From an optimization exercise on the open Yosys and OpenROAD flow, aimed at small area; shortcuts taken in it are not production practice. The RTL was checked by simulation tests, not by an equivalence proof against the original design.

==> design/flow/design.v <==
module fir_filter (
    input CLK_Filter,
    input rst_n,
    input wire [7:0] filter_in,		 
    output reg [19:0] filter_out	 
);
    parameter word_width = 8;		  
    parameter order = 21;		 
    parameter output_width   = 20;
    integer i;
    reg[word_width-1:0] delay_pipeline[order:0];  
    wire[word_width-1:0] coef[order:0];
    assign coef[0]=2;
		assign coef[1]=10;
		assign coef[2]=16;
		assign coef[3]=28;
    assign coef[4]=44;
		assign coef[5]=60;
		assign coef[6]=78;
		assign coef[7]=95;
    assign coef[8]=111;
		assign coef[9]=122;
		assign coef[10]=128;
		assign coef[11]=128;
    assign coef[12]=122;
		assign coef[13]=111;
		assign coef[14]=95;
		assign coef[15]=78;
    assign coef[16]=60;
		assign coef[17]=44;
		assign coef[18]=28;
		assign coef[19]=16;
    assign coef[20]=10;
		assign coef[21]=2;
    reg [output_width-1:0] product [order:0];
    reg [output_width-1:0] sum_buf;
		reg [output_width-1:0] acc;  
    always @(posedge CLK_Filter or negedge rst_n) begin
        if (!rst_n) begin
            for (i = 0; i <= order; i = i + 1)
                delay_pipeline[i] <= 0;
        end else begin
            delay_pipeline[0] <= filter_in;
            for (i = 1; i <= order; i = i + 1)
                delay_pipeline[i] <= delay_pipeline[i - 1];
        end
    end
    always @(posedge CLK_Filter or negedge rst_n) begin
        if (!rst_n) begin
            for (i = 0; i <= order; i = i + 1)
                product[i] <= 0;
        end else begin
            for (i = 0; i <= order; i = i + 1)
                product[i] <= coef[i] * delay_pipeline[i];
        end
    end
    always @(posedge CLK_Filter or negedge rst_n) begin
    		if (!rst_n)
        sum_buf <= 0;
    		else begin
        		acc = 0;
        		for (i = 0; i <= order; i = i + 1)
            		acc = acc + product[i];
        		sum_buf <= acc;
    		end
		end
    always @(posedge CLK_Filter or negedge rst_n) begin
        if (!rst_n)
            filter_out <= 0;
        else
            filter_out <= sum_buf;
    end
endmodule
==> design/flow/run.sh <==
#!/bin/bash
# synth_recipe.tcl (not shown) runs the flow's synth.tcl, then flattens the netlist and writes it again
# the make line also repeats each setting of config.mk as NAME=value (left out here)
make -C /OpenROAD-flow-scripts/flow DESIGN_CONFIG=/design/flow/config.mk WORK_HOME=/design/flow/orfs CLKGATE_MAP_FILE= SYNTH_SCRIPT=/design/flow/synth_recipe.tcl finish
==> design/flow/config.mk <==
export PLATFORM = sky130hd
export DESIGN_NAME = fir_filter
export DESIGN_NICKNAME = fir_filter
export VERILOG_FILES = /design/flow/design.v
export SDC_FILE = /design/flow/constraint.sdc
export NUM_CORES = 4
export LEC_CHECK = 0
export CAP_MARGIN = 20
export CORE_MARGIN = 2
export CORE_UTILIZATION = 40
export SLEW_MARGIN = 20
==> design/flow/constraint.sdc <==
create_clock -name core_clock -period 8.0 [get_ports {CLK_Filter}]
set_input_delay 1.6000 -clock core_clock [delete_from_list [all_inputs] [get_ports {CLK_Filter}]]
set_output_delay 1.6000 -clock core_clock [all_outputs]
set_load 0.01 [all_outputs]
==> notes.md <==
## cells by family after synthesis
group,share of synthesized area (%)
XOR/XNOR,3.55
buffers and inverters,7.86
AND/OR/NAND/NOR,4.35
adder cells (fa/ha/maj),44.2
flip-flops,33.9
multiplexers,0.140
AO/OA/AOI/OAI,5.93
## area by class of cell
class                   instances  area (sq um)  share of cell area (%)
clock buffers                  63          1320                    3.94
inverters                     634          2380                    7.12
flip-flops and latches        412         10300                    30.9
multi-input cells            1497         17700                    52.9
well taps                     978          1220                    3.66
repair buffers                 31           335                    1.00
clock inverters                18           168                   0.502
## state kept, by name, summed over array words and instances, names as in the netlist
| name | flops |
|---|---|
| product | 201 |
| delay_pipeline | 171 |
| sum_buf | 20 |
| filter_out | 20 |
## stage by stage
stage,utilization [%],area [sq um],instances
finish,44.2,33400,3633
global route,44.2,33400,3633
CTS,44.2,33400,3633
detailed placement,42.2,31900,3552
global placement,42.2,31900,3552
floorplan,-,30400,2545
## Yosys cell counts, types with 8 or more instances
master / n / area share (%)
ha_1: 400 / 16
inv_1: 634 / 7.8
a21o_1: 25 / 0.62
nand2_1: 49 / 0.61
nor2_1: 97 / 1.2
o2111ai_1: 8 / 0.23
or3_1: 12 / 0.25
nor3_1: 32 / 0.53
o211ai_1: 16 / 0.40
xnor2_1: 88 / 2.5
dfrtp_1: 412 / 34
a211oi_1: 16 / 0.40
o21a_1: 10 / 0.25
nor2b_1: 22 / 0.45
xor2_1: 35 / 1.0
o21ai_0: 39 / 0.64
fa_1: 421 / 28
o21bai_1: 10 / 0.25
a21oi_1: 83 / 1.4
nand3_1: 37 / 0.61
## placed cells by master (no fill, tap or decap), types with 4 or more instances in the layout
cell type	instances
inv_1	634
fa_1	421
dfrtp_1	412
ha_1	400
nor2_1	97
xnor2_1	88
a21oi_1	83
nand2_1	49
clkbuf_16	46
o21ai_0	39
nand3_1	37
xor2_1	35
nor3_1	32
clkdlybuf4s50_1	28
a21o_1	25
nor2b_1	22
a211oi_1	16
o211ai_1	16
or3_1	12
o21a_1	10
o21bai_1	10
clkbuf_8	10
clkinv_2	10
o2111ai_1	8
clkbuf_1	7
o22ai_1	6
a31o_2	6
and3_1	6
a21boi_0	5
nand3b_1	4
or2_2	4
a311oi_1	4
## routing by layer
metal,vias to the layer above,wire [microns]
li1,8140,-
met1,8927,28300
met2,236,30400
met3,87,1600
met4,0,1610
met5,-,0
## critical path: stages, from the launching register on
cell      delay (ns)
dfrtp_1         0.43
inv_1           0.15
fa_1            0.50
fa_1            0.52
inv_1           0.06
fa_1            0.51
inv_1           0.06
fa_1            0.46
fa_1            0.42
inv_1           0.10
fa_1            0.42
ha_1            0.28
ha_1            0.22
fa_1            0.46
a21oi_1         0.22
o211ai_1        0.18
o221ai_1        0.46
nor4b_1         0.10
or3_1           0.36
## how the worst max path moves through the flow
stage | from | end
6_report | delay_pipeline[13][1] | sum_buf[19]
3_3_place_gp | delay_pipeline[13][1] | sum_buf[19]
2_1_floorplan | delay_pipeline[20][1] | sum_buf[19]
5_1_grt | delay_pipeline[13][1] | sum_buf[19]
3_5_place_dp | delay_pipeline[13][1] | sum_buf[19]
4_1_cts | delay_pipeline[13][1] | sum_buf[19]
==> flow_summary.toml <==
[run_status]
outcome = "timing/DRC/antenna clean"

[timing]
maxSlewViolCount = 0
whs_ns = 0.340
finalCritPeriodShare_pct = 75.7
finalClockSkew_ns = 0.0176
slew_headroom_pct = 41.9
tightest_slew_ns = 0.872
rsz0062_at_grt = "no"
setup_viol = 0
final_hold_viol_count = 0
fin_crit_ns = 6.05
fin_ws_ns = 1.95
finalSetupTns_ns = 0
max_freq_mhz = 165

[grt]
overflow = 0
grt_max_degree = 156
use_met2_pct = 28.5
antenna_found_initial = 0
met1_usage_pct = 23.2
grtUsageMet3_pct = 1.90
grt.busiest_layer = "met2"
grt_pass1_vias = 19500
grt_util_all_layers_pct = 16.9
grt_first_pass_wirelength_microns = 104000

[cts]
clk_pin_slew_ns = 0.07
cts.sinks = 412
cts_setup_buffers = 0
cts-buffers-inserted = 46
root_buffer = "clkbuf_16"
htreeDepth = 2
clock_tree.buffer_depth = 3
clkLatencyLatePin_ns = 0.59
cts-resized-gates = 0
cts_tree = "done"
holdBufCountCts = 0

[worst_setup_path]
crit_path_start_kind = "flip-flop"
ff2ff_path_depth = 18
r2r_slack_ns = 1.95
reg2reg_to = "sum_buf[19]"
cp.required_ns = 8.46
arrival_ns = 6.52
cp-end-kind = "flip-flop"
path_class = "flip-flop to flip-flop"
worstPathMaxFanout = 5
r2r-start = "delay_pipeline[13][1]"

[die]
core.rowCount = 101
core_area_sq_um = 75600
die_y_microns = 280
die_w_microns = 280
die_area_sq_um = 78200
initial_core_util_pct = 40.2
io_pins = 30

[place]
port_buffers = 29
dp_slack_ns = 1.97
detailed_place_hpwl_microns = 50200
gp_congestion = 0.854

[logic_synthesis]
ys_types = 59
async_flop_share_pct = 100
synth_nets = 3376
synth_flop_cell = "dfrtp_1"
syn_area_sq_um = 30400
yosys_warnings = 3
synth-seq-cells = 412
yosysSeqAreaShare_pct = 33.9
syn_area_per_cell_sq_um = 11.9
netlist_instances = 2545
synth_edf_count = 0

[finish]
fin_nets = 3453
diodes = 0
layout-drive-gt1-share_pct = 3.69
area_growth_pct = 9.99
fill_cells = 6844

[route]
post_drt_via_cell_ratio = 4.79
drt_iter0_markers = 790
drc = 0
wl_microns = 61900
firstDrtPassIters = 5
wl_per_cell_microns = 17.0
vias = 17390
antenna_left = 0

[min_path]
holdCritStartpoint = "delay_pipeline[19][2]"
min_path_type = "flip-flop to flip-flop"
min_path_cells = 0
whs_endpoint = "delay_pipeline[20][2]"

[run]
maxCapViolCount = 0

port drivers added, routing unchanged:
The flow's constraints put no driver on any port. The routed layout listed below was extracted and timed again, unchanged, in two steps.
Step 1, drivers: a clkbuf_16 drives CLK_Filter and a buf_2 each remaining input, both assumed.
Step 2 also shifts input and output timing later by t, the mid clock arrival at the registers, as if the neighbouring blocks saw the same clock.
a / b / c = ideal / step 1 / step 2; a / b = the first two.
shift t [ns]: 0.641
slack for setup (ns): 1.947 / 1.947 / 1.947
worst hold slack (ns): 0.340 / 0.340 / 0.340
worst setup path after step 2: register to register
cell pins on the clock port's net: 1
After both steps this run still meets setup and hold. The setup slack of this run moves by 0.000 ns with the drivers and by 0.000 ns with both steps.
